This is an optimization exercise on Yosys and OpenROAD, whose aim is small area and few clock cycles per item, not a production implementation.
RTL that was checked went through simulation tests only; none was proved equivalent to the original.

==> flow/design.v (excerpt) <==
module keccak(clk, reset, in, in_ready, is_last, byte_num, buffer_full, out, out_ready);
Settings: LEC_CHECK=0, CAP_MARGIN=10, CORE_MARGIN=2, CORE_UTILIZATION=30, PLACE_DENSITY=0.42, SLEW_MARGIN=10; clock period 5.0 ns.
standard.sh (not shown) runs the stock make flow with config.mk's settings and CLKGATE_MAP_FILE= SYNTH_SCRIPT=/design/flow/synth_recipe.tcl, a recipe that flattens the netlist after the stock synthesis.
==> flow/flow/run.sh <==
#!/bin/bash
# Layout flow: the standard ORFS flow, except that ABC maps the logic for
# area (map -a) instead of the speed script. Registers are mapped before ABC
# runs, so they are the standard synthesis's, with the same names and cells.
set -euo pipefail
W=$PWD
rm -rf scripts_mod
mkdir -p scripts_mod
cp -r "$FLOW_HOME"/scripts/. scripts_mod/
cp flow/abc_area.script scripts_mod/abc_area.script
make -C "$FLOW_HOME" DESIGN_CONFIG="$W/config.mk" WORK_HOME="$W/orfs" CLKGATE_MAP_FILE= \
  SYNTH_SCRIPT="$W/synth_recipe.tcl" SCRIPTS_DIR="$W/scripts_mod" ABC_AREA=1 synth > synth.log 2>&1
bash standard.sh > standard.log 2>&1
==> flow/flow/abc_area.script <==
strash
dch
map -a
topo
The starting point stopped in 5_1_grt on GRT-0116.
Edit:
CORE_UTILIZATION = 28   (was 30)
PLACE_DENSITY = 0.55   (was 0.42)
The new run died in 5_1_grt.
Synthesized cell count is unchanged.
Synthesized area stays the same.
Edit:
CORE_UTILIZATION = 24   (was 28)
PLACE_DENSITY = 0.5   (was 0.55)
The new run ended with an error in 5_1_grt; synthesized cell count stays the same; synthesized area stays the same.
Function was not checked in any run of this note: the RTL went through the layout flow alone.

Another version of the RTL of keccak (not shown whole).
Size: roughly 32000 cells after synthesis, ~590 I/O pins, ~290000 um2 of cells after synthesis.
Design keccak, start of the top module:
module keccak(clk, reset, in, in_ready, is_last, byte_num, buffer_full, out, out_ready);
export LEC_CHECK = 0
export CAP_MARGIN = 30
export CORE_MARGIN = 2
export CORE_UTILIZATION = 22
export PLACE_DENSITY = 0.42
export SETUP_SLACK_MARGIN = 0.3
export SLEW_MARGIN = 30
create_clock -name core_clock -period 5.0 [get_ports {clk}]
==> flow/flow/run.sh <==
#!/bin/bash
# Layout flow: the standard ORFS flow, except that
#  - ABC maps the logic for area (map -a) instead of the speed script;
#    registers are mapped before ABC runs, so they are the standard
#    synthesis's, with the same names and cells;
#  - clock tree: larger sink clusters and no dummy loads;
#  - a fanout limit for the resizer (flow/maxfanout.tcl), so that it splits
#    the large control nets into local trees;
#  - the global router holds back more routing capacity (flow/fastroute.tcl).
set -euo pipefail
W=$PWD
rm -rf scripts_mod
mkdir -p scripts_mod
cp -r "$FLOW_HOME"/scripts/. scripts_mod/
cp flow/abc_area.script scripts_mod/abc_area.script
make -C "$FLOW_HOME" DESIGN_CONFIG="$W/config.mk" WORK_HOME="$W/orfs" CLKGATE_MAP_FILE= \
  SYNTH_SCRIPT="$W/synth_recipe.tcl" SCRIPTS_DIR="$W/scripts_mod" ABC_AREA=1 synth > synth.log 2>&1
export CTS_ARGS="-sink_clustering_enable -repair_clock_nets -sink_clustering_size 25 -sink_clustering_max_diameter 100 -dont_use_dummy_load"
export FLOW_MAX_FANOUT=24
for step in FLOORPLAN GLOBAL_PLACE RESIZE CTS GLOBAL_ROUTE; do
  export PRE_${step}_TCL="$W/flow/maxfanout.tcl"
done
export FASTROUTE_TCL="$W/flow/fastroute.tcl"
bash standard.sh > standard.log 2>&1
==> flow/flow/fastroute.tcl <==
# As the platform's fastroute.tcl, but the global router holds back more
# routing capacity (0.3 instead of 0.2), to leave the detailed router room.
set_global_routing_layer_adjustment $::env(MIN_ROUTING_LAYER)-$::env(MAX_ROUTING_LAYER) 0.3

set_routing_layers -clock $::env(MIN_CLK_ROUTING_LAYER)-$::env(MAX_ROUTING_LAYER)
set_routing_layers -signal $::env(MIN_ROUTING_LAYER)-$::env(MAX_ROUTING_LAYER)
==> flow/flow/maxfanout.tcl <==
# Limit the fanout of every net, so that the resizer splits the large
# control nets (block load select, buffer lane enables) into local trees.
set_max_fanout $::env(FLOW_MAX_FANOUT) [current_design]
Scripts as last shown in full above: flow/flow/abc_area.script
The starting point died in global routing, error GRT-0116.
Testbench counts at the start, summed over its fixed seeds: cycles 13,126, items 1,600.
Then changed:
==> flow/flow/run.sh (replaced) <==
#!/bin/bash
# Layout flow: the standard ORFS flow, except that
#  - ABC maps the logic for area (map -a) instead of the speed script;
#    registers are mapped before ABC runs, so they are the standard
#    synthesis's, with the same names and cells;
#  - clock tree: larger sink clusters of X8 clock buffers and no dummy loads.
#  - global routing may end with a little congestion, left to the detailed
#    router, after fewer congestion iterations.
set -euo pipefail
W=$PWD
rm -rf scripts_mod
mkdir -p scripts_mod
cp -r "$FLOW_HOME"/scripts/. scripts_mod/
cp flow/abc_area.script scripts_mod/abc_area.script
make -C "$FLOW_HOME" DESIGN_CONFIG="$W/config.mk" WORK_HOME="$W/orfs" CLKGATE_MAP_FILE= \
  SYNTH_SCRIPT="$W/synth_recipe.tcl" SCRIPTS_DIR="$W/scripts_mod" ABC_AREA=1 synth > synth.log 2>&1
export CTS_ARGS="-sink_clustering_enable -repair_clock_nets -sink_clustering_size 20 -sink_clustering_max_diameter 100 -dont_use_dummy_load -buf_list sky130_fd_sc_hd__clkbuf_8"
export GLOBAL_ROUTE_ARGS="-congestion_iterations 10 -congestion_report_iter_step 5 -verbose -allow_congestion"
bash standard.sh > standard.log 2>&1
removed: flow/flow/fastroute.tcl
removed: flow/flow/maxfanout.tcl
The new run never finished: it broke off in global routing. Area after synthesis does not change. Synthesized cell count stays the same.
Then changed:
==> flow/flow/run.sh (replaced) <==
#!/bin/bash
# Layout flow: the standard ORFS flow, except that
#  - ABC maps the logic for area (map -a) instead of the speed script;
#    registers are mapped before ABC runs, so they are the standard
#    synthesis's, with the same names and cells;
#  - clock tree: larger sink clusters and no dummy loads;
#  - a fanout limit for the resizer (flow/maxfanout.tcl), so that it splits
#    the large control nets into local trees.
set -euo pipefail
W=$PWD
rm -rf scripts_mod
mkdir -p scripts_mod
cp -r "$FLOW_HOME"/scripts/. scripts_mod/
cp flow/abc_area.script scripts_mod/abc_area.script
make -C "$FLOW_HOME" DESIGN_CONFIG="$W/config.mk" WORK_HOME="$W/orfs" CLKGATE_MAP_FILE= \
  SYNTH_SCRIPT="$W/synth_recipe.tcl" SCRIPTS_DIR="$W/scripts_mod" ABC_AREA=1 synth > synth.log 2>&1
export CTS_ARGS="-sink_clustering_enable -repair_clock_nets -sink_clustering_size 25 -sink_clustering_max_diameter 100 -dont_use_dummy_load"
export FLOW_MAX_FANOUT=24
for step in FLOORPLAN GLOBAL_PLACE RESIZE CTS GLOBAL_ROUTE; do
  export PRE_${step}_TCL="$W/flow/maxfanout.tcl"
done
bash standard.sh > standard.log 2>&1
==> flow/flow/maxfanout.tcl (new file) <==
# Limit the fanout of every net, so that the resizer splits the large
# control nets (block load select, buffer lane enables) into local trees.
set_max_fanout $::env(FLOW_MAX_FANOUT) [current_design]
- PLACE_DENSITY: 0.42 -> 0.39
Effect: The new run ended with an error in global routing; synthesized cell count stays the same; synthesized area does not change.
